Source: an optimization exercise on an open RTL-to-GDS flow (aim: small area). Production flows keep margins and buffers that such runs may drop. The RTL was checked by simulation tests, not by an equivalence proof against the original design. No driver is modelled on the clock port, so clocking that relies on it looks cheaper here than on a real chip. Power figures rest on the tool's default switching activity, not on a simulated workload.

==> inputs of v30 <==
==> flow/design.v (excerpt) <==
module obstacledodger(CLOCK_50, resetn, start_n, x, y, colour, plot);
export LEC_CHECK = 0
export CAP_MARGIN = 20
export CORE_MARGIN = 2
export CORE_UTILIZATION = 40
export SLEW_MARGIN = 20
create_clock -name core_clock -period 10.0 [get_ports {CLOCK_50}]
standard.sh (not shown) runs the stock make flow with config.mk's settings and CLKGATE_MAP_FILE= SYNTH_SCRIPT=/design/flow/synth_recipe.tcl, a recipe that flattens the netlist after the stock synthesis.
==> flow/flow/run.sh <==
#!/bin/bash
# Layout flow: the standard synthesis, its combinational logic re-mapped
# for area (registers untouched, equivalence proven), the standard ORFS
# floorplan and placement with small port buffers, a clock tree of 2 to 4
# buffers driven by the clock port (flow/cts.tcl), then the standard ORFS
# routing and finishing.
# Each tool writes its full output to a log of its own in this folder (and
# ORFS's step logs stay in orfs/logs/).
set -euo pipefail
HERE=$(pwd)
F=$HERE/flow
R=$HERE/orfs/results/$FLOW_PLATFORM/obstacledodger/base
LIB=$FLOW_HOME/platforms/sky130hd/lib/sky130_fd_sc_hd__tt_025C_1v80.lib
export BUFFER_PORTS_ARGS="-buffer_cell sky130_fd_sc_hd__buf_1"

bash standard.sh synth > synth.log 2>&1

cp "$R/1_2_yosys.v" "$HERE/std_synth.v"
subst() {  # template, output, abc script, tag
  sed -e "s#@LIB@#$LIB#g" -e "s#@ABC@#$3#g" -e "s#@TOP@#$FLOW_TOP#g" \
      -e "s#@IN@#$HERE/std_synth.v#g" -e "s#@OUT@#$HERE/remap_$4.v#g" -e "s#@CONB@#$F/conb.v#g" "$1" > "$2"
}
# Try each ABC script (four at a time); keep the smallest result whose
# equivalence with the standard synthesis is proven.
: > remap.log
for abc in "$F"/remap_*.abc; do
  tag=$(basename "$abc" .abc | sed 's/remap_//')
  subst "$F/remap.ys.in" "$HERE/remap_$tag.ys" "$abc" "$tag"
done
ls "$HERE"/remap_*.ys | xargs -P 4 -I{} sh -c 'timeout 600 yosys -s {} > {}.log 2>&1 || true'
results=""
for abc in "$F"/remap_*.abc; do
  tag=$(basename "$abc" .abc | sed 's/remap_//')
  area=$(grep "Chip area for module" "$HERE/remap_$tag.ys.log" 2>/dev/null | tail -1 | awk '{print $NF}')
  if [[ -n "$area" && -s "$HERE/remap_$tag.v" ]] && grep -q "End of script" "$HERE/remap_$tag.ys.log"; then
    echo "script $tag: area $area" >> remap.log
    results="$results$area $tag\n"
  else
    echo "script $tag: failed" >> remap.log
  fi
done
chosen=""
for tag in $(printf "$results" | sort -n | awk '{print $2}'); do
  subst "$F/eq.ys.in" "$HERE/eq_$tag.ys" "" "$tag"
  if timeout 600 yosys -s "$HERE/eq_$tag.ys" > "eq_$tag.log" 2>&1; then
    chosen=$tag; break
  fi
  echo "script $tag: equivalence not proven" >> remap.log
done
if [[ -n "$chosen" ]]; then
  sleep 1
  cp "$HERE/remap_$chosen.v" "$R/1_2_yosys.v"
  echo "remapped netlist in use: script $chosen" >> remap.log
else
  echo "no remap proven; keeping the standard netlist" >> remap.log
fi

bash standard.sh place > place.log 2>&1

sleep 1
DONT_USE=$(make -s -C "$FLOW_HOME" DESIGN_CONFIG="$HERE/config.mk" WORK_HOME="$HERE/orfs" print-DONT_USE_CELLS 2>/dev/null | sed 's/^DONT_USE_CELLS: //') || true
export RESULTS_DIR="$R" LIB_FILE="$LIB" PLATFORM_DIR="$FLOW_HOME/platforms/sky130hd"
export DONT_USE_CELLS="${DONT_USE:-sky130_fd_sc_hd__probe_p_8 sky130_fd_sc_hd__probec_p_8}"
export CLK_PORT=CLOCK_50 CLK_SLEW_NS=${CLK_SLEW_NS:-0.125}
export CLK_BUFS="sky130_fd_sc_hd__clkbuf_4 sky130_fd_sc_hd__clkbuf_8 sky130_fd_sc_hd__buf_12 sky130_fd_sc_hd__clkbuf_16"
: > cts_try.log
best_k=""; best_a=""
for k in 2 3 4; do
  CLK_K=$k CLK_DRY=1 openroad -no_init -exit "$F/cts.tcl" > "cts_try_$k.log" 2>&1 || true
  line=$(grep "^cts K=" "cts_try_$k.log" | tail -1 || true)
  echo "$line" >> cts_try.log
  a=$(echo "$line" | sed -n 's/.*area=\([0-9.]*\) ok=1.*/\1/p')
  if [[ -n "$a" ]] && { [[ -z "$best_a" ]] || awk "BEGIN{exit !($a < $best_a)}"; }; then best_k=$k; best_a=$a; fi
done
echo "chosen K=${best_k:-4}" >> cts_try.log
CLK_K=${best_k:-4} openroad -no_init -exit "$F/cts.tcl" > cts.log 2>&1

bash standard.sh finish > finish.log 2>&1
==> flow/flow/remap_11.abc <==
strash
balance
resub -K 6
rewrite
resub -K 6 -N 2
refactor
resub -K 8
balance
resub -K 8 -N 2
rewrite
resub -K 10
rewrite -z
resub -K 10 -N 2
balance
resub -K 12
refactor -z
resub -K 12 -N 2
rewrite -z
balance
&get -n
&st
&deepsyn -T 120 -S 31
&put
dch -f
amap -m -F 4 -A 8
topo
==> flow/flow/remap_12.abc <==
strash
balance
resub -K 6
rewrite
resub -K 6 -N 2
refactor
resub -K 8
balance
resub -K 8 -N 2
rewrite
resub -K 10
rewrite -z
resub -K 10 -N 2
balance
resub -K 12
refactor -z
resub -K 12 -N 2
rewrite -z
balance
&get -n
&st
&deepsyn -T 120 -S 32
&put
dch -f
amap -m -F 4 -A 8
topo
==> flow/flow/remap_13.abc <==
strash
balance
resub -K 6
rewrite
resub -K 6 -N 2
refactor
resub -K 8
balance
resub -K 8 -N 2
rewrite
resub -K 10
rewrite -z
resub -K 10 -N 2
balance
resub -K 12
refactor -z
resub -K 12 -N 2
rewrite -z
balance
&get -n
&st
&deepsyn -T 120 -S 33
&put
dch -f
amap -m -F 4 -A 8
topo
==> flow/flow/remap_14.abc <==
strash
balance
resub -K 6
rewrite
resub -K 6 -N 2
refactor
resub -K 8
balance
resub -K 8 -N 2
rewrite
resub -K 10
rewrite -z
resub -K 10 -N 2
balance
resub -K 12
refactor -z
resub -K 12 -N 2
rewrite -z
balance
&get -n
&st
&deepsyn -T 120 -S 34
&put
dch -f
amap -m -F 4 -A 8
topo
==> flow/flow/remap_15.abc <==
strash
balance
resub -K 6
rewrite
resub -K 6 -N 2
refactor
resub -K 8
balance
resub -K 8 -N 2
rewrite
resub -K 10
rewrite -z
resub -K 10 -N 2
balance
resub -K 12
refactor -z
resub -K 12 -N 2
rewrite -z
balance
&get -n
&st
&deepsyn -T 120 -S 35
&put
dch -f
amap -m -F 4 -A 8
topo
==> flow/flow/remap_16.abc <==
strash
balance
resub -K 6
rewrite
resub -K 6 -N 2
refactor
resub -K 8
balance
resub -K 8 -N 2
rewrite
resub -K 10
rewrite -z
resub -K 10 -N 2
balance
resub -K 12
refactor -z
resub -K 12 -N 2
rewrite -z
balance
&get -n
&st
&deepsyn -T 120 -S 36
&put
dch -f
amap -m -F 4 -A 8
topo
==> flow/flow/remap_17.abc <==
strash
balance
resub -K 6
rewrite
resub -K 6 -N 2
refactor
resub -K 8
balance
resub -K 8 -N 2
rewrite
resub -K 10
rewrite -z
resub -K 10 -N 2
balance
resub -K 12
refactor -z
resub -K 12 -N 2
rewrite -z
balance
&get -n
&st
&deepsyn -T 120 -S 37
&put
dch -f
amap -m -F 4 -A 8
topo
==> flow/flow/remap_18.abc <==
strash
balance
resub -K 6
rewrite
resub -K 6 -N 2
refactor
resub -K 8
balance
resub -K 8 -N 2
rewrite
resub -K 10
rewrite -z
resub -K 10 -N 2
balance
resub -K 12
refactor -z
resub -K 12 -N 2
rewrite -z
balance
&get -n
&st
&deepsyn -T 120 -S 38
&put
dch -f
amap -m -F 4 -A 8
topo
Other scripts of this flow, unchanged in this note and not shown: flow/flow/conb.v, flow/flow/cts.tcl, flow/flow/eq.ys.in, flow/flow/remap.ys.in, flow/flow/remap_01.abc, flow/flow/remap_02.abc, flow/flow/remap_03.abc, flow/flow/remap_04.abc, flow/flow/remap_05.abc, flow/flow/remap_06.abc, flow/flow/remap_07.abc, flow/flow/remap_08.abc, flow/flow/remap_09.abc, flow/flow/remap_10.abc
==> inputs of v38, as changes to v30 <==
removed: flow/flow/remap_11.abc
removed: flow/flow/remap_12.abc
removed: flow/flow/remap_13.abc
removed: flow/flow/remap_14.abc
removed: flow/flow/remap_15.abc
removed: flow/flow/remap_16.abc
removed: flow/flow/remap_17.abc
removed: flow/flow/remap_18.abc
==> comparison <==
In sequential power, v38 and v30 hardly differ.
Between v30 and v38, the lower hold slack is in v30 (gap 2.9 ps).
In count of clock-buffer cells in the layout, v30 and v38 do not differ.
Against v38, the die area of v30 is lower by about 0.26%.
Via count: v38 is larger than v30 (about 2%).
Sequential cell count is the same in v38 and v30.
==> figures <==
                                                                   v30          v38
Status                                no timing/DRC/antenna violations  no timing/DRC/antenna violations
Startpoint of the lowest-slack register-to-register path       st_w[0]      pc_w[8]
Total stage count of the critical path                               9           11
Final total power                                             0.367 mW     0.365 mW
Routed length per placed instance                              11.5 µm      11.7 µm
Total non-filler cell area in the finished layout          0.00254 mm²  0.00254 mm²
Instance count of the mapped netlist                               291          292
Wire length after detailed routing                             4.41 mm      4.51 mm
DP Wirelength                                                  3.26 mm      3.36 mm
Combinational power share                                         5.7%         5.8%
Final Wtd Congestion                                             0.768        0.787
Final Non-Filler Cells                                             384          385
Clock insertion delay at the later pin of the skew report       150 ps       140 ps
Register share of the cell area                                  47.3%        47.2%

==> afterwards: timing with drivers on the ports <==
In the flow no input, the clock included, has a driving cell. The finished layouts below were timed again as built, in two steps.
Step 1: set_driving_cell puts a clkbuf_16 on CLOCK_50 and a buf_2 on each other input, an assumption about the parent block.
Step 2 times the ports against the registers' clock, not the clock port: input delays grow and output delays shrink by t, the midpoint of the rising clock arrivals with the driver on.
a / b / c = ideal / step 1 / step 2; a / b = the first two.
| run | t, ns | setup WS [ns] | worst register clock-pin slew, ns | pins driven straight from the clock port |
|---|---|---|---|---|
| v30 | 0.194 | 5.492 / 5.440 / 5.634 | 0.12 / 0.12 | 2 |
| v38 | 0.189 | 5.451 / 5.402 / 5.590 | 0.11 / 0.11 | 2 |
After both steps setup and hold are still met in every run listed.
